This is an optimization exercise on Yosys and OpenROAD, whose aim is small area, a short achievable clock period and few clock cycles, not a production implementation. No run shown here included a check of the RTL's function; only the layout flow was run.

==> flow/design.v (outline; a module is shown in full before it is edited, if it fits) <==
// module milestone1: 1351 lines
// module fa_cell: 10 lines
// module ha_cell: 9 lines
module milestone1 (
	input  logic        CLOCK_50_I,
	input  logic        resetn,
	input  logic        ena,
	output logic        done,
	output logic [17:0] SRAM_address,
	output logic [15:0] SRAM_write_data,
	output logic        SRAM_we_n,
	input  logic [15:0] SRAM_read_data
);
  // ...
==> flow/flow/run.sh <==
#!/bin/bash
# Layout flow: the standard layout (standard.sh, with config.mk's settings),
# asking its timing repairs for a larger setup margin so that they also speed up
# paths that already meet the 12 ns clock.  make's output goes to flow.log; each
# ORFS step keeps its own log under orfs/logs/.
set -euo pipefail
bash standard.sh SETUP_SLACK_MARGIN=8.7 finish > flow.log 2>&1
==> flow/standard.sh <==
#!/bin/bash
# synth_recipe.tcl (not shown) runs the flow's synth.tcl, then flattens the netlist and writes it again
# the make line also repeats each setting of config.mk as NAME=value (left out here)
make -C /OpenROAD-flow-scripts/flow DESIGN_CONFIG=/design/flow/config.mk WORK_HOME=/design/flow/orfs CLKGATE_MAP_FILE= SYNTH_SCRIPT=/design/flow/synth_recipe.tcl "${@:-finish}"
==> flow/config.mk <==
export PLATFORM = sky130hd
export DESIGN_NAME = milestone1
export DESIGN_NICKNAME = milestone1
export VERILOG_FILES = /design/flow/design.v
export SDC_FILE = /design/flow/constraint.sdc
export NUM_CORES = 4
export LEC_CHECK = 0
export CAP_MARGIN = 20
export CORE_MARGIN = 2
export CORE_UTILIZATION = 60
export CTS_CLUSTER_DIAMETER = 100
export CTS_CLUSTER_SIZE = 25
export PLACE_DENSITY = 0.7
export SLEW_MARGIN = 20
export SYNTH_HIERARCHICAL = 1
export SYNTH_MINIMUM_KEEP_SIZE = 0
==> flow/constraint.sdc <==
create_clock -name core_clock -period 12.0 [get_ports {CLOCK_50_I}]
set_input_delay 2.4000 -clock core_clock [delete_from_list [all_inputs] [get_ports {CLOCK_50_I}]]
set_output_delay 2.4000 -clock core_clock [all_outputs]
set_load 0.01 [all_outputs]
==> metrics.md, run 1 <==
| Metric | Value |
|---|---|
| Slew headroom | ~30% |
| Yosys top cell by area | fa_1 |
| Max Slew Vio Count | 0 |
| Global route total overflow | 0 |
| Final min period | 3.54 ns |
| DR vias/cell | 5.62 |
| CP endpoint kind | register |
| Worst R2R Start | cy[3] |
| Unrepaired setup endpoints after global routing | true |
| Worst path cell trace | buf_8 -> nand2_4 -> o21ai_2 -> ha_2 -> fa_2 -> a21oi_2 -> nor2_1 -> nor2_1 -> o21bai_1 -> a21oi_2 -> nor2b_1 -> o21ai_1 -> nand2b_1 |
| Initial antenna violation count | 0 |
| First-pass GRT wire length | approximately 82000 um |
| Syn. warnings | 9 |
| Syn nets | approximately 2400 |
| Clock-cell share | 2.21% |
| Outcome | timing/DRC/antenna clean |
| Final core occ | approximately 67% |
| Root buffer cell | clkbuf_16 |
| Starting density of the core | between 60% and 70% |
| Main combinational cell family by area after synthesis | adder cells |
| XOR/XNOR Fraction of Synth Area | approximately 3.6% |
| TritonCTS clock tree | done |
| # setup viols final | 0 |
| DR iter-0 viols | 873 |
| Dpl cell area | roughly 0.024 sq mm |
| WP data required | ~12 ns |
| Met2 Usage GRT | between 40% and 50% |
| Post-synth ARST share | approximately 16% |
| Crit start category | primary input |
| Vias in the first global route | around 15000 |
| Most frequent cells in the layout | 221 x fa_1, 203 x ha_1, 179 x inv_1, 156 x dfxtp_1, 156 x nand2_1 |
| Crit-path max FO | 2 |
==> run 2: changes to the inputs <==
--- a/flow/design.v
+++ b/flow/design.v
@@ -3,38 +3,38 @@
 	input  logic        resetn,
 	input  logic        ena,
 	output logic        done,
 	output logic [17:0] SRAM_address,
 	output logic [15:0] SRAM_write_data,
 	output logic        SRAM_we_n,
 	input  logic [15:0] SRAM_read_data
 );
-logic        ena_q;        
 logic        we;           
 logic        run;          
 logic        wen;          
 logic [9:0]  ph;           
 logic [15:0] n;            
 logic [6:0]  q;            
 logic        q0, q1, q2;   
 logic [16:0] waddr;        
 logic start, act, finish;
-assign start  = ena_q & ~run & ~done;
+assign start  = ena & ~run & ~done;
 assign act    = run | start;
 assign finish = run & ph[9] & (n == 16'd19200);
 assign SRAM_we_n = ~we;
 logic k157, k159, k1;      
 logic k158, k0;            
 logic sh;                  
 logic fresh;               
 logic wsel_rg, wsel_br;    
 logic [7:0]  sr [0:11];    
 logic [7:0]  pend_u, pend_v;
-logic [8:0]  fa, fb, fc;   
+logic [7:0]  ft0, ft5;     
+logic [8:0]  fb, fc;       
 logic [8:0]  ureg;         
 logic [7:0]  ylo;          
 logic [7:0]  cy;           
 logic [8:0]  cu, cv;       
 logic [7:0]  b0;           
 logic [7:0] ins;           
 logic [7:0] win [0:10];
 assign ins = (ph[2] | ph[3]) ? SRAM_read_data[15:8] : ph[8] ? pend_u : pend_v;
@@ -180,94 +180,157 @@
 logic fs125;
 logic fc126;
 logic fs127;
 logic fc128;
 logic fs129;
 logic fc130;
 logic fs131;
 logic fc132;
-assign fs1 = ~fa[0];
-assign fc2 = fa[0];
-ha_cell u_fs3 (.a(fa[1]), .b(~fc[1]), .s(fs3), .co(fc4));
-assign fs5 = ~(fa[2] ^ fa[0]);
-assign fc6 = fa[2] | fa[0];
-fa_cell u_fs7 (.a(~fb[0]), .b(~fc[2]), .c(fc4), .s(fs7), .co(fc8));
-fa_cell u_fs9 (.a(fa[3]), .b(fa[1]), .c(~fb[1]), .s(fs9), .co(fc10));
-fa_cell u_fs11 (.a(~fc[3]), .b(fc6), .c(fs9), .s(fs11), .co(fc12));
-fa_cell u_fs13 (.a(fa[4]), .b(fa[2]), .c(fa[0]), .s(fs13), .co(fc14));
-fa_cell u_fs15 (.a(~fb[2]), .b(fb[0]), .c(~fc[4]), .s(fs15), .co(fc16));
-fa_cell u_fs17 (.a(fc10), .b(fs13), .c(fs15), .s(fs17), .co(fc18));
-fa_cell u_fs19 (.a(fa[5]), .b(fa[3]), .c(fa[1]), .s(fs19), .co(fc20));
-fa_cell u_fs21 (.a(~fb[3]), .b(fb[1]), .c(~fc[5]), .s(fs21), .co(fc22));
-fa_cell u_fs23 (.a(fc[0]), .b(fc14), .c(fc16), .s(fs23), .co(fc24));
-fa_cell u_fs25 (.a(fs19), .b(fs21), .c(fc18), .s(fs25), .co(fc26));
-assign fs27 = ~(fa[6] ^ fa[4]);
-assign fc28 = fa[6] | fa[4];
-fa_cell u_fs29 (.a(fa[2]), .b(~fb[4]), .c(fb[2]), .s(fs29), .co(fc30));
-fa_cell u_fs31 (.a(~fb[0]), .b(~fc[6]), .c(fc[1]), .s(fs31), .co(fc32));
-fa_cell u_fs33 (.a(fc20), .b(fc22), .c(fs27), .s(fs33), .co(fc34));
-fa_cell u_fs35 (.a(fs29), .b(fs31), .c(fc24), .s(fs35), .co(fc36));
-ha_cell u_fs37 (.a(fs33), .b(fc26), .s(fs37), .co(fc38));
-assign fs39 = ~(fa[7] ^ fa[5]);
-assign fc40 = fa[7] | fa[5];
-fa_cell u_fs41 (.a(fa[3]), .b(~fb[5]), .c(fb[3]), .s(fs41), .co(fc42));
-fa_cell u_fs43 (.a(~fb[1]), .b(~fc[7]), .c(fc[2]), .s(fs43), .co(fc44));
-fa_cell u_fs45 (.a(fc[0]), .b(fc28), .c(fc30), .s(fs45), .co(fc46));
-fa_cell u_fs47 (.a(fc32), .b(fs39), .c(fs41), .s(fs47), .co(fc48));
-fa_cell u_fs49 (.a(fs43), .b(fc34), .c(fs45), .s(fs49), .co(fc50));
-fa_cell u_fs51 (.a(fs47), .b(fc36), .c(fs49), .s(fs51), .co(fc52));
-fa_cell u_fs53 (.a(fa[8]), .b(fa[6]), .c(fa[4]), .s(fs53), .co(fc54));
-fa_cell u_fs55 (.a(~fb[6]), .b(fb[4]), .c(~fb[2]), .s(fs55), .co(fc56));
-fa_cell u_fs57 (.a(~fc[8]), .b(fc[3]), .c(fc[1]), .s(fs57), .co(fc58));
-fa_cell u_fs59 (.a(fc40), .b(fc42), .c(fc44), .s(fs59), .co(fc60));
-fa_cell u_fs61 (.a(fs53), .b(fs55), .c(fs57), .s(fs61), .co(fc62));
-fa_cell u_fs63 (.a(fc46), .b(fc48), .c(fs59), .s(fs63), .co(fc64));
-fa_cell u_fs65 (.a(fs61), .b(fc50), .c(fs63), .s(fs65), .co(fc66));
-assign fs67 = ~(fa[7] ^ fa[5]);
-assign fc68 = fa[7] | fa[5];
-fa_cell u_fs69 (.a(~fb[7]), .b(fb[5]), .c(~fb[3]), .s(fs69), .co(fc70));
-fa_cell u_fs71 (.a(fc[4]), .b(fc[2]), .c(fc54), .s(fs71), .co(fc72));
-fa_cell u_fs73 (.a(fc56), .b(fc58), .c(fs67), .s(fs73), .co(fc74));
-fa_cell u_fs75 (.a(fs69), .b(fc60), .c(fc62), .s(fs75), .co(fc76));
-fa_cell u_fs77 (.a(fs71), .b(fs73), .c(fc64), .s(fs77), .co(fc78));
-ha_cell u_fs79 (.a(fs75), .b(fc66), .s(fs79), .co(fc80));
-assign fs81 = ~(fa[8] ^ fa[6]);
-assign fc82 = fa[8] | fa[6];
-fa_cell u_fs83 (.a(~fb[8]), .b(fb[6]), .c(~fb[4]), .s(fs83), .co(fc84));
-fa_cell u_fs85 (.a(fc[5]), .b(fc[3]), .c(fc68), .s(fs85), .co(fc86));
-fa_cell u_fs87 (.a(fc70), .b(fs81), .c(fs83), .s(fs87), .co(fc88));
-fa_cell u_fs89 (.a(fc72), .b(fc74), .c(fs85), .s(fs89), .co(fc90));
-fa_cell u_fs91 (.a(fs87), .b(fc76), .c(fs89), .s(fs91), .co(fc92));
-ha_cell u_fs93 (.a(fc78), .b(fs91), .s(fs93), .co(fc94));
-fa_cell u_fs95 (.a(fa[7]), .b(fb[7]), .c(~fb[5]), .s(fs95), .co(fc96));
-fa_cell u_fs97 (.a(fc[6]), .b(fc[4]), .c(fc82), .s(fs97), .co(fc98));
-fa_cell u_fs99 (.a(fc84), .b(fs95), .c(fc86), .s(fs99), .co(fc100));
-fa_cell u_fs101 (.a(fc88), .b(fs97), .c(fc90), .s(fs101), .co(fc102));
-fa_cell u_fs103 (.a(fs99), .b(fc92), .c(fs101), .s(fs103), .co(fc104));
-assign fs105 = ~(fa[8] ^ fb[8]);
-assign fc106 = fa[8] | fb[8];
-fa_cell u_fs107 (.a(~fb[6]), .b(fc[7]), .c(fc[5]), .s(fs107), .co(fc108));
-fa_cell u_fs109 (.a(fc96), .b(fs105), .c(fs107), .s(fs109), .co(fc110));
-fa_cell u_fs111 (.a(fc98), .b(fs109), .c(fc100), .s(fs111), .co(fc112));
-ha_cell u_fs113 (.a(fs111), .b(fc102), .s(fs113), .co(fc114));
-assign fs115 = ~(~fb[7] ^ fc[8]);
-assign fc116 = ~fb[7] | fc[8];
-fa_cell u_fs117 (.a(fc[6]), .b(fc106), .c(fc108), .s(fs117), .co(fc118));
-fa_cell u_fs119 (.a(fs115), .b(fc110), .c(fs117), .s(fs119), .co(fc120));
-ha_cell u_fs121 (.a(fs119), .b(fc112), .s(fs121), .co(fc122));
-assign fs123 = ~(~fb[8] ^ fc[7]);
-assign fc124 = ~fb[8] | fc[7];
-fa_cell u_fs125 (.a(fc116), .b(fs123), .c(fc118), .s(fs125), .co(fc126));
-ha_cell u_fs127 (.a(fc120), .b(fs125), .s(fs127), .co(fc128));
-assign fs129 = ~(fc[8] ^ fc124);
-assign fc130 = fc[8] | fc124;
-ha_cell u_fs131 (.a(fs129), .b(fc126), .s(fs131), .co(fc132));
+logic fs133;
+logic fc134;
+logic fs135;
+logic fc136;
+logic fs137;
+logic fc138;
+logic fs139;
+logic fc140;
+logic fs141;
+logic fc142;
+logic fs143;
+logic fc144;
+logic fs145;
+logic fc146;
+logic fs147;
+logic fc148;
+logic fs149;
+logic fc150;
+logic fs151;
+logic fc152;
+logic fs153;
+logic fc154;
+logic fs155;
+logic fc156;
+logic fs157;
+logic fc158;
+logic fs159;
+logic fc160;
+logic fs161;
+logic fc162;
+logic fs163;
+logic fc164;
+logic fs165;
+logic fc166;
+logic fs167;
+logic fc168;
+logic fs169;
+logic fc170;
+logic fs171;
+logic fc172;
+logic fs173;
+logic fc174;
+assign fs1 = ~(ft0[0] ^ ft5[0]);
+assign fc2 = ft0[0] | ft5[0];
+fa_cell u_fs3 (.a(ft0[1]), .b(ft5[1]), .c(~fc[1]), .s(fs3), .co(fc4));
+assign fs5 = ~(ft0[2] ^ ft0[0]);
+assign fc6 = ft0[2] | ft0[0];
+fa_cell u_fs7 (.a(ft5[2]), .b(ft5[0]), .c(~fb[0]), .s(fs7), .co(fc8));
+fa_cell u_fs9 (.a(~fc[2]), .b(fc4), .c(fs5), .s(fs9), .co(fc10));
+fa_cell u_fs11 (.a(ft0[3]), .b(ft0[1]), .c(ft5[3]), .s(fs11), .co(fc12));
+fa_cell u_fs13 (.a(ft5[1]), .b(~fb[1]), .c(~fc[3]), .s(fs13), .co(fc14));
+fa_cell u_fs15 (.a(fc6), .b(fc8), .c(fs11), .s(fs15), .co(fc16));
+ha_cell u_fs17 (.a(fs13), .b(fc10), .s(fs17), .co(fc18));
+fa_cell u_fs19 (.a(ft0[4]), .b(ft0[2]), .c(ft0[0]), .s(fs19), .co(fc20));
+fa_cell u_fs21 (.a(ft5[4]), .b(ft5[2]), .c(ft5[0]), .s(fs21), .co(fc22));
+fa_cell u_fs23 (.a(~fb[2]), .b(fb[0]), .c(~fc[4]), .s(fs23), .co(fc24));
+fa_cell u_fs25 (.a(fc12), .b(fc14), .c(fs19), .s(fs25), .co(fc26));
+fa_cell u_fs27 (.a(fs21), .b(fs23), .c(fc16), .s(fs27), .co(fc28));
+ha_cell u_fs29 (.a(fs25), .b(fc18), .s(fs29), .co(fc30));
+fa_cell u_fs31 (.a(ft0[5]), .b(ft0[3]), .c(ft0[1]), .s(fs31), .co(fc32));
+fa_cell u_fs33 (.a(ft5[5]), .b(ft5[3]), .c(ft5[1]), .s(fs33), .co(fc34));
+fa_cell u_fs35 (.a(~fb[3]), .b(fb[1]), .c(~fc[5]), .s(fs35), .co(fc36));
+fa_cell u_fs37 (.a(fc[0]), .b(fc20), .c(fc22), .s(fs37), .co(fc38));
+fa_cell u_fs39 (.a(fc24), .b(fs31), .c(fs33), .s(fs39), .co(fc40));
+fa_cell u_fs41 (.a(fs35), .b(fc26), .c(fs37), .s(fs41), .co(fc42));
+fa_cell u_fs43 (.a(fs39), .b(fc28), .c(fc30), .s(fs43), .co(fc44));
+assign fs45 = ~(ft0[6] ^ ft0[4]);
+assign fc46 = ft0[6] | ft0[4];
+fa_cell u_fs47 (.a(ft0[2]), .b(ft5[6]), .c(ft5[4]), .s(fs47), .co(fc48));
+fa_cell u_fs49 (.a(ft5[2]), .b(~fb[4]), .c(fb[2]), .s(fs49), .co(fc50));
+fa_cell u_fs51 (.a(~fb[0]), .b(~fc[6]), .c(fc[1]), .s(fs51), .co(fc52));
+fa_cell u_fs53 (.a(fc32), .b(fc34), .c(fc36), .s(fs53), .co(fc54));
+fa_cell u_fs55 (.a(fs45), .b(fs47), .c(fs49), .s(fs55), .co(fc56));
+fa_cell u_fs57 (.a(fs51), .b(fc38), .c(fc40), .s(fs57), .co(fc58));
+fa_cell u_fs59 (.a(fs53), .b(fs55), .c(fc42), .s(fs59), .co(fc60));
+ha_cell u_fs61 (.a(fs57), .b(fc44), .s(fs61), .co(fc62));
+assign fs63 = ~(ft0[7] ^ ft0[5]);
+assign fc64 = ft0[7] | ft0[5];
+fa_cell u_fs65 (.a(ft0[3]), .b(ft5[7]), .c(ft5[5]), .s(fs65), .co(fc66));
+fa_cell u_fs67 (.a(ft5[3]), .b(~fb[5]), .c(fb[3]), .s(fs67), .co(fc68));
+fa_cell u_fs69 (.a(~fb[1]), .b(~fc[7]), .c(fc[2]), .s(fs69), .co(fc70));
+fa_cell u_fs71 (.a(fc[0]), .b(fc46), .c(fc48), .s(fs71), .co(fc72));
+fa_cell u_fs73 (.a(fc50), .b(fc52), .c(fs63), .s(fs73), .co(fc74));
+fa_cell u_fs75 (.a(fs65), .b(fs67), .c(fs69), .s(fs75), .co(fc76));
+fa_cell u_fs77 (.a(fc54), .b(fc56), .c(fs71), .s(fs77), .co(fc78));
+fa_cell u_fs79 (.a(fs73), .b(fs75), .c(fc58), .s(fs79), .co(fc80));
+fa_cell u_fs81 (.a(fs77), .b(fc60), .c(fs79), .s(fs81), .co(fc82));
+fa_cell u_fs83 (.a(ft0[6]), .b(ft0[4]), .c(ft5[6]), .s(fs83), .co(fc84));
+fa_cell u_fs85 (.a(ft5[4]), .b(~fb[6]), .c(fb[4]), .s(fs85), .co(fc86));
+fa_cell u_fs87 (.a(~fb[2]), .b(~fc[8]), .c(fc[3]), .s(fs87), .co(fc88));
+fa_cell u_fs89 (.a(fc[1]), .b(fc64), .c(fc66), .s(fs89), .co(fc90));
+fa_cell u_fs91 (.a(fc68), .b(fc70), .c(fs83), .s(fs91), .co(fc92));
+fa_cell u_fs93 (.a(fs85), .b(fs87), .c(fc72), .s(fs93), .co(fc94));
+fa_cell u_fs95 (.a(fc74), .b(fc76), .c(fs89), .s(fs95), .co(fc96));
+fa_cell u_fs97 (.a(fs91), .b(fc78), .c(fs93), .s(fs97), .co(fc98));
+fa_cell u_fs99 (.a(fs95), .b(fc80), .c(fs97), .s(fs99), .co(fc100));
+assign fs101 = ~(ft0[7] ^ ft0[5]);
+assign fc102 = ft0[7] | ft0[5];
+fa_cell u_fs103 (.a(ft5[7]), .b(ft5[5]), .c(~fb[7]), .s(fs103), .co(fc104));
+fa_cell u_fs105 (.a(fb[5]), .b(~fb[3]), .c(fc[4]), .s(fs105), .co(fc106));
+fa_cell u_fs107 (.a(fc[2]), .b(fc84), .c(fc86), .s(fs107), .co(fc108));
+fa_cell u_fs109 (.a(fc88), .b(fs101), .c(fs103), .s(fs109), .co(fc110));
+fa_cell u_fs111 (.a(fs105), .b(fc90), .c(fc92), .s(fs111), .co(fc112));
+fa_cell u_fs113 (.a(fs107), .b(fs109), .c(fc94), .s(fs113), .co(fc114));
+fa_cell u_fs115 (.a(fc96), .b(fs111), .c(fs113), .s(fs115), .co(fc116));
+ha_cell u_fs117 (.a(fc98), .b(fc100), .s(fs117), .co(fc118));
+assign fs119 = ~(ft0[6] ^ ft5[6]);
+assign fc120 = ft0[6] | ft5[6];
+fa_cell u_fs121 (.a(~fb[8]), .b(fb[6]), .c(~fb[4]), .s(fs121), .co(fc122));
+fa_cell u_fs123 (.a(fc[5]), .b(fc[3]), .c(fc102), .s(fs123), .co(fc124));
+fa_cell u_fs125 (.a(fc104), .b(fc106), .c(fs119), .s(fs125), .co(fc126));
+fa_cell u_fs127 (.a(fs121), .b(fc108), .c(fc110), .s(fs127), .co(fc128));
+fa_cell u_fs129 (.a(fs123), .b(fs125), .c(fc112), .s(fs129), .co(fc130));
+fa_cell u_fs131 (.a(fs127), .b(fc114), .c(fs129), .s(fs131), .co(fc132));
+ha_cell u_fs133 (.a(fc116), .b(fs131), .s(fs133), .co(fc134));
+fa_cell u_fs135 (.a(ft0[7]), .b(ft5[7]), .c(fb[7]), .s(fs135), .co(fc136));
+fa_cell u_fs137 (.a(~fb[5]), .b(fc[6]), .c(fc[4]), .s(fs137), .co(fc138));
+fa_cell u_fs139 (.a(fc120), .b(fc122), .c(fs135), .s(fs139), .co(fc140));
+fa_cell u_fs141 (.a(fs137), .b(fc124), .c(fc126), .s(fs141), .co(fc142));
+fa_cell u_fs143 (.a(fs139), .b(fc128), .c(fs141), .s(fs143), .co(fc144));
+fa_cell u_fs145 (.a(fc130), .b(fs143), .c(fc132), .s(fs145), .co(fc146));
+assign fs147 = ~(fb[8] ^ ~fb[6]);
+assign fc148 = fb[8] | ~fb[6];
+fa_cell u_fs149 (.a(fc[7]), .b(fc[5]), .c(fc136), .s(fs149), .co(fc150));
+fa_cell u_fs151 (.a(fc138), .b(fs147), .c(fc140), .s(fs151), .co(fc152));
+fa_cell u_fs153 (.a(fs149), .b(fc142), .c(fs151), .s(fs153), .co(fc154));
+ha_cell u_fs155 (.a(fc144), .b(fs153), .s(fs155), .co(fc156));
+assign fs157 = ~(~fb[7] ^ fc[8]);
+assign fc158 = ~fb[7] | fc[8];
+fa_cell u_fs159 (.a(fc[6]), .b(fc148), .c(fs157), .s(fs159), .co(fc160));
+fa_cell u_fs161 (.a(fc150), .b(fs159), .c(fc152), .s(fs161), .co(fc162));
+ha_cell u_fs163 (.a(fc154), .b(fs161), .s(fs163), .co(fc164));
+assign fs165 = ~(~fb[8] ^ fc[7]);
+assign fc166 = ~fb[8] | fc[7];
+fa_cell u_fs167 (.a(fc158), .b(fs165), .c(fc160), .s(fs167), .co(fc168));
+ha_cell u_fs169 (.a(fs167), .b(fc162), .s(fs169), .co(fc170));
+assign fs171 = ~(fc[8] ^ fc166);
+assign fc172 = fc[8] | fc166;
+ha_cell u_fs173 (.a(fs171), .b(fc168), .s(fs173), .co(fc174));
 logic [8:0] f_lo;
-assign f_lo = {fc38, fs35, fs23, fc12, fc8, fs5, fc2, ~fc[0]} + {fs51, fs37, fs25, fs17, fs11, fs7, fs3, fs1};
+assign f_lo = {fc62, fs59, fs41, fs27, fs15, fs7, fc2, ~fc[0]} + {fs81, fs61, fs43, fs29, fs17, fs9, fs3, fs1};
 logic [8:0] fra, frb;
 logic frc;
 logic [8:0] fsum;
 assign fsum = {fra[8], fra[7], fra[6], fra[5], fra[4], fra[3], fra[2], fra[1], fra[0]} + {frb[8], frb[7], frb[6], frb[5], frb[4], frb[3], frb[2], frb[1], frb[0]} + {8'd0, frc};
 logic ys1;
 logic yc2;
 logic ys3;
 logic yc4;
@@ -1164,20 +1227,17 @@
 		ph        <= 10'b1000000000;
 		n         <= 16'hFFFE;
 		q         <= 7'd79;
 		q0        <= 1'b0;
 		q1        <= 1'b0;
 		q2        <= 1'b0;
 		waddr     <= 17'h03E00;
 		we        <= 1'b0;
-		ena_q     <= 1'b0;
-	end else begin
-		ena_q <= ena;
-		if (act) begin
+	end else if (act) begin
 		ph <= {ph[8:0], ph[9]};
 		if (start)
 			run <= 1'b1;
 		if (ph[9]) begin
 			q  <= (q == 7'd79) ? 7'd0 : q + 7'd1;
 			q0 <= (q == 7'd79);
 			q1 <= q0;
 			q2 <= q1;
@@ -1188,17 +1248,16 @@
 			wen <= 1'b1;
 		we <= wen & (ph[2] | ph[3] | ph[4] | ph[6] | ph[7] | ph[8]);
 		if (wen & (ph[2] | ph[3] | ph[4] | ph[6] | ph[7] | ph[8]))
 			waddr <= waddr + 17'd1;
 		if (finish) begin
 			run  <= 1'b0;
 			done <= 1'b1;
 		end
-		end
 	end
 end
 always_ff @(posedge CLOCK_50_I) begin
 	k157    <= (ph[1] | ph[2]) & q0;
 	k159    <= (ph[1] | ph[2]) & q1;
 	k1      <= (ph[1] | ph[2]) & q2;
 	k158    <= (ph[7] | ph[8]) & q0;
 	k0      <= (ph[7] | ph[8]) & q1;
@@ -1220,17 +1279,18 @@
 		sr[0] <= ins;
 		for (int i = 1; i < 12; i++)
 			sr[i] <= sr[i-1];
 	end
 	if (ph[2])
 		pend_u <= SRAM_read_data[7:0];
 	if (ph[3])
 		pend_v <= SRAM_read_data[7:0];
-	fa <= {1'b0, t0} + {1'b0, t5};
+	ft0 <= t0;
+	ft5 <= t5;
 	fb <= {1'b0, t1} + {1'b0, t4};
 	fc <= {1'b0, t2} + {1'b0, t3};
 	if (ph[4] | ph[0])
 		ureg <= fsum;
 	if (ph[4] | ph[8])
 		ylo <= SRAM_read_data[7:0];
 	if (ph[4] | ph[8])
 		cy <= SRAM_read_data[15:8];
@@ -1238,34 +1298,34 @@
 		cy <= ylo;
 	if (ph[4] | ph[0]) begin
 		cu <= {~sr[7][7], ~sr[7][7], sr[7][6:0]};
 		cv <= {~sr[6][7], ~sr[6][7], sr[6][6:0]};
 	end else if (ph[5] | ph[1]) begin
 		cu <= ureg;
 		cv <= fsum;
 	end
-	fra[0] <= fc52;
-	frb[0] <= fs65;
-	fra[1] <= fs77;
-	frb[1] <= fs79;
-	fra[2] <= fc80;
-	frb[2] <= fs93;
-	fra[3] <= fc94;
-	frb[3] <= fs103;
-	fra[4] <= fs113;
-	frb[4] <= fc104;
-	fra[5] <= fs121;
-	frb[5] <= fc114;
-	fra[6] <= fs127;
-	frb[6] <= fc122;
-	fra[7] <= fs131;
-	frb[7] <= fc128;
-	fra[8] <= fc130;
-	frb[8] <= fc132;
+	fra[0] <= fc82;
+	frb[0] <= fs99;
+	fra[1] <= fs115;
+	frb[1] <= fs117;
+	fra[2] <= fc118;
+	frb[2] <= fs133;
+	fra[3] <= fc134;
+	frb[3] <= fs145;
+	fra[4] <= fs155;
+	frb[4] <= fc146;
+	fra[5] <= fs163;
+	frb[5] <= fc156;
+	fra[6] <= fs169;
+	frb[6] <= fc164;
+	fra[7] <= fs173;
+	frb[7] <= fc170;
+	fra[8] <= fc172;
+	frb[8] <= fc174;
 	frc <= f_lo[8];
 	ra_q[0] <= rc112;
 	rb_q[0] <= rs119;
 	ra_q[1] <= rc120;
 	rb_q[1] <= rs129;
 	ra_q[2] <= rc130;
 	rb_q[2] <= rs139;
 	ra_q[3] <= rc140;
==> flow/run.sh (new file) <==
#!/bin/bash
# synth_recipe.tcl (not shown) runs the flow's synth.tcl, then flattens the netlist and writes it again
# the make line also repeats each setting of config.mk as NAME=value (left out here)
make -C /OpenROAD-flow-scripts/flow DESIGN_CONFIG=/design/flow/config.mk WORK_HOME=/design/flow/orfs CLKGATE_MAP_FILE= SYNTH_SCRIPT=/design/flow/synth_recipe.tcl finish
==> flow/config.mk (replaced) <==
export PLATFORM = sky130hd
export DESIGN_NAME = milestone1
export DESIGN_NICKNAME = milestone1
export VERILOG_FILES = /design/flow/design.v
export SDC_FILE = /design/flow/constraint.sdc
export NUM_CORES = 4
export LEC_CHECK = 0
export CAP_MARGIN = 20
export CORE_MARGIN = 2
export CORE_UTILIZATION = 40
export SLEW_MARGIN = 20
export SYNTH_HIERARCHICAL = 1
export SYNTH_MINIMUM_KEEP_SIZE = 0
removed: flow/flow/run.sh
removed: flow/standard.sh
==> metrics.md, run 2 <==
| Metric | Value |
|---|---|
| Outcome | timing/DRC/antenna clean (unchanged) |
| Final nets | 2427 (was 2511) |
| Number of flops mapped to enable cells by yosys | 147 (unchanged) |
| First drt pass iteration count | 5 (unchanged) |
| Share of layout cells above drive strength 1 | 8.16% (was 15.5%) |
| Post-synth ARST share | 15.1% (was 15.6%) |
| DP HPWL | 40500 um (was 39300 um) |
| Multi-input gate area | 0.0127 sq mm (about the same) |
| Max reg flops | 80 (unchanged) |
| Mean Syn Cell Area | 12.2 sq um (was 11.9 sq um) |
| Synth Flop Type | dfxtp_1 (unchanged) |
| DR WL/cell | 18.7 um (was 20.3 um) |
| Final min period | 4.17 ns (was 3.54 ns) |
| Post-CTS sizing | 0 (was 188) |
| Vias in the first global route | 14600 (was 15200) |
| PortBufs | 54 (unchanged) |
| # setup viols final | 0 (unchanged) |
| CP endpoint kind | register (unchanged) |
| Clk_skew | 0.0395 ns (was 0.0190 ns) |
| Setup ws final | 7.83 ns (was 8.46 ns) |
| Clock insertion delay at the later pin of the skew report | 0.59 ns (was 0.55 ns) |
| Yosys cell types | 79 (was 70) |
| Worst Path Arrival | 4.62 ns (was 3.99 ns) |
| Via count | 13700 (was 14500) |
| Starting density of the core | 40.6% (was 60.6%) |
| Initial antenna violation count | 0 (unchanged) |
| Crit-path max FO | 15 (was 2) |
| Syn nets | 2362 (was 2366) |
| DRT Wirelength | 51400 um (was 52200 um) |
| Yosys top cell by area | fa_1 (unchanged) |
| Hold_ws | 0.415 ns (was 0.424 ns) |
| Hold Fails Final Rpt | 0 (unchanged) |
| Unrepaired setup endpoints after global routing | false (was true) |
| TritonCTS clock tree | done (unchanged) |
| Mapped Area | 0.0230 sq mm (was 0.0227 sq mm) |
| Slew headroom | 30.6% (was 30.5%) |
| I/O pins | 55 (unchanged) |
| Commonest non-fill, non-tap cell in the layout | fa_1 (unchanged) |
| Max cap viols | 0 (unchanged) |
| First-pass GRT wire length | 82600 um (was 81700 um) |
| Count leader, synth | fa_1 (unchanged) |
| Sinks on Clock Net | 377 (was 371) |
| Yosys top cell area share | 22.2% (was 20.9%) |
| Final Cycle Share | 34.8% (was 29.5%) |
| Top cells by area, synth | fa_1 22%, edfxtp_1 19%, dfxtp_1 15% (was fa_1 21%, edfxtp_1 19%, dfxtp_1 15%) |
| Area growth syn-to-layout | 12.0% (was 11.3%) |
| Syn. warnings | 9 (unchanged) |
| Slew of the pin with the lowest slew margin | 1.04 ns (about the same) |
| Die area | 0.0593 sq mm (was 0.0393 sq mm) |
| FMAX | 0.240 GHz (was 0.283 GHz) |
| Largest registers | sr: 80 flops, SRAM_address: 18 flops, waddr: 17 flops (unchanged) |
| Deepest clock path buffer count | 3 (unchanged) |
| Clk slew on worst S/H paths | 0.06 ns (was 0.10 ns) |
| Biggest register | sr (unchanged) |
| # fillers | 5238 (was 2806) |
| Flip-flop and latch area | 0.00934 sq mm (was 0.00924 sq mm) |
| Rows | 87 (was 71) |
| Global route total overflow | 0 (unchanged) |
| Setup Buffers After CTS | 0 (was 79) |
| Most frequent cells in the layout | 255 x fa_1, 202 x ha_1, 196 x inv_1, 172 x dfxtp_1, 166 x nand2_1 (was 221 x fa_1, 203 x ha_1, 179 x inv_1, 156 x dfxtp_1, 156 x nand2_1) |
| Sequential cell area fraction in the yosys report | 40.7% (about the same) |
| Crit start category | primary input (unchanged) |
| Hold WC Path Type | reg2reg (unchanged) |
| Cts hold-fix bufs | 0 (unchanged) |
| Routed Antenna Nets | 0 (unchanged) |
| Core ar. | 0.0566 sq mm (was 0.0374 sq mm) |
| Setup TNS | 0 ns (unchanged) |
| Overall Global Routing Usage | 17.8% (was 27.4%) |
| TritonCTS Buffers | 43 (was 19) |
| Top cells by count, synth | 255 x fa_1, 202 x ha_1, 196 x inv_1 (was 236 x fa_1, 208 x ha_1, 200 x inv_1) |
| Max Slew Vio Count | 0 (unchanged) |
| Pre-CTS setup slack | 7.21 ns (was 7.43 ns) |
| Chip Height | 244 um (was 198 um) |
| Final Wtd Congestion | 0.946 (was 0.916) |
| DR vias/cell | 4.99 (was 5.62) |
| Critical path class | in2reg (unchanged) |
| Synth Register Bits | 377 (was 371) |
| DR iter-0 viols | 773 (was 873) |
| Root buffer cell | clkbuf_16 (unchanged) |
| Die Wd | 244 um (was 198 um) |
| Cells after Synth | 1886 (was 1903) |
| Largest net degree at the start of global routing | 81 (unchanged) |
| Reg-to-reg slack, setup | 8.06 ns (was 8.68 ns) |
| H-tree depth | 2 (was 1) |
| WP data required | 12.45 ns (about the same) |
| DRC Markers | 0 (unchanged) |
| Antenna Cells | 0 (unchanged) |
## run 2: changes by cell type after synthesis, sizes merged, moves of 6 or more
cell,previous run,this run
fa,236,255
nor2,100,81
a21oi,85,70
clkbuf,33,22
nand2,157,168
o21a,9,20
a22oi,9,2
buf,10,17
dfxtp,166,173
mux2,38,31
ha,208,202
nor2b,19,25
xnor2,61,55
## run 2: modules after synthesis (local to each module, per instance)
module,area (sq um),flops+latches,cells inside
fa_cell,20.0,0,1
milestone1,17300,377,1588
ha_cell,12.5,0,1
## run 2: worst max-delay path, cell delays in order
cell	delay [ns]
clkdlybuf4s50_1	0.48
a21o_1	0.39
nand2_1	0.12
a21oi_2	0.27
nand4_1	0.23
nor3_1	0.39
nand4_1	0.17
xnor2_1	0.15
## run 2: cells by family after synthesis
family / Yosys count / share of synthesized area, %
compound gates: 296 / 8.32
xor+xnor: 84 / 3.20
fa+ha+maj: 457 / 33.2
buf+inv: 237 / 4.02
flops: 377 / 40.7
mux: 68 / 3.15
simple gates: 367 / 7.39
## run 2: area by class of cell
cell class / instances / area share (%)
multi-input cells: 1272 / 49.4
flip-flops and latches: 377 / 36.3
clock buffers: 62 / 4.87
well taps: 756 / 3.68
inverters: 198 / 2.89
repair buffers: 59 / 2.23
clock inverters: 17 / 0.632
## run 2: per-layer routing
layer	wire length, um	vias up	GRT usage, %
li1	-	6520	-
met1	23600	6809	24.5
met2	24300	286	29.0
met3	2120	73	2.76
met4	1350	0	5.77
met5	0	-	0
## run 2: worst paths after layout
path | from | endpoint | cells after the start
setup / recovery | ena | waddr[15] | 8
hold / removal | sr[0][5] | sr[1][5] | 0
setup reg to reg | cv[4] | gb_q[6] | 7
hold reg to reg | sr[0][5] | sr[1][5] | 0
max in group asynchronous | resetn | waddr[8] | 2
min in group asynchronous | resetn | ph[5] | 2
## run 2: through the flow
step           std cells  utilization [%]  area (sq um)
6_report            2741             45.4         25700
3_5_place_dp        2662             42.9         24300
5_1_grt             2741             45.4         25700
4_1_cts             2741             45.4         25700
2_1_floorplan       1886                -         23000
3_3_place_gp        2662             42.9         24300

==> separate check: timing with driven ports <==
The results above use ideal ports. As a check the final layouts listed here were re-extracted and re-timed, cells and wires unchanged. Step 1: set_driving_cell puts a clkbuf_16 on CLOCK_50_I and a buf_2 on each other input, an assumption about the parent block. Step 2 also shifts input and output timing later by t, the mid clock arrival at the registers, as if the neighbouring blocks saw the same clock. a / b / c = ideal / step 1 / step 2; a / b = the first two.
run	shift t [ns]	setup WS [ns]	pins driven straight from the clock port
run 1	0.595	8.461 / 8.429 / 7.879	1
run 2	0.629	7.829 / 7.870 / 7.241	1
After both steps setup and hold are still met in every run listed. The setup slack of run 2, which loses most, moves by +0.041 ns with the drivers and by -0.588 ns with both steps.
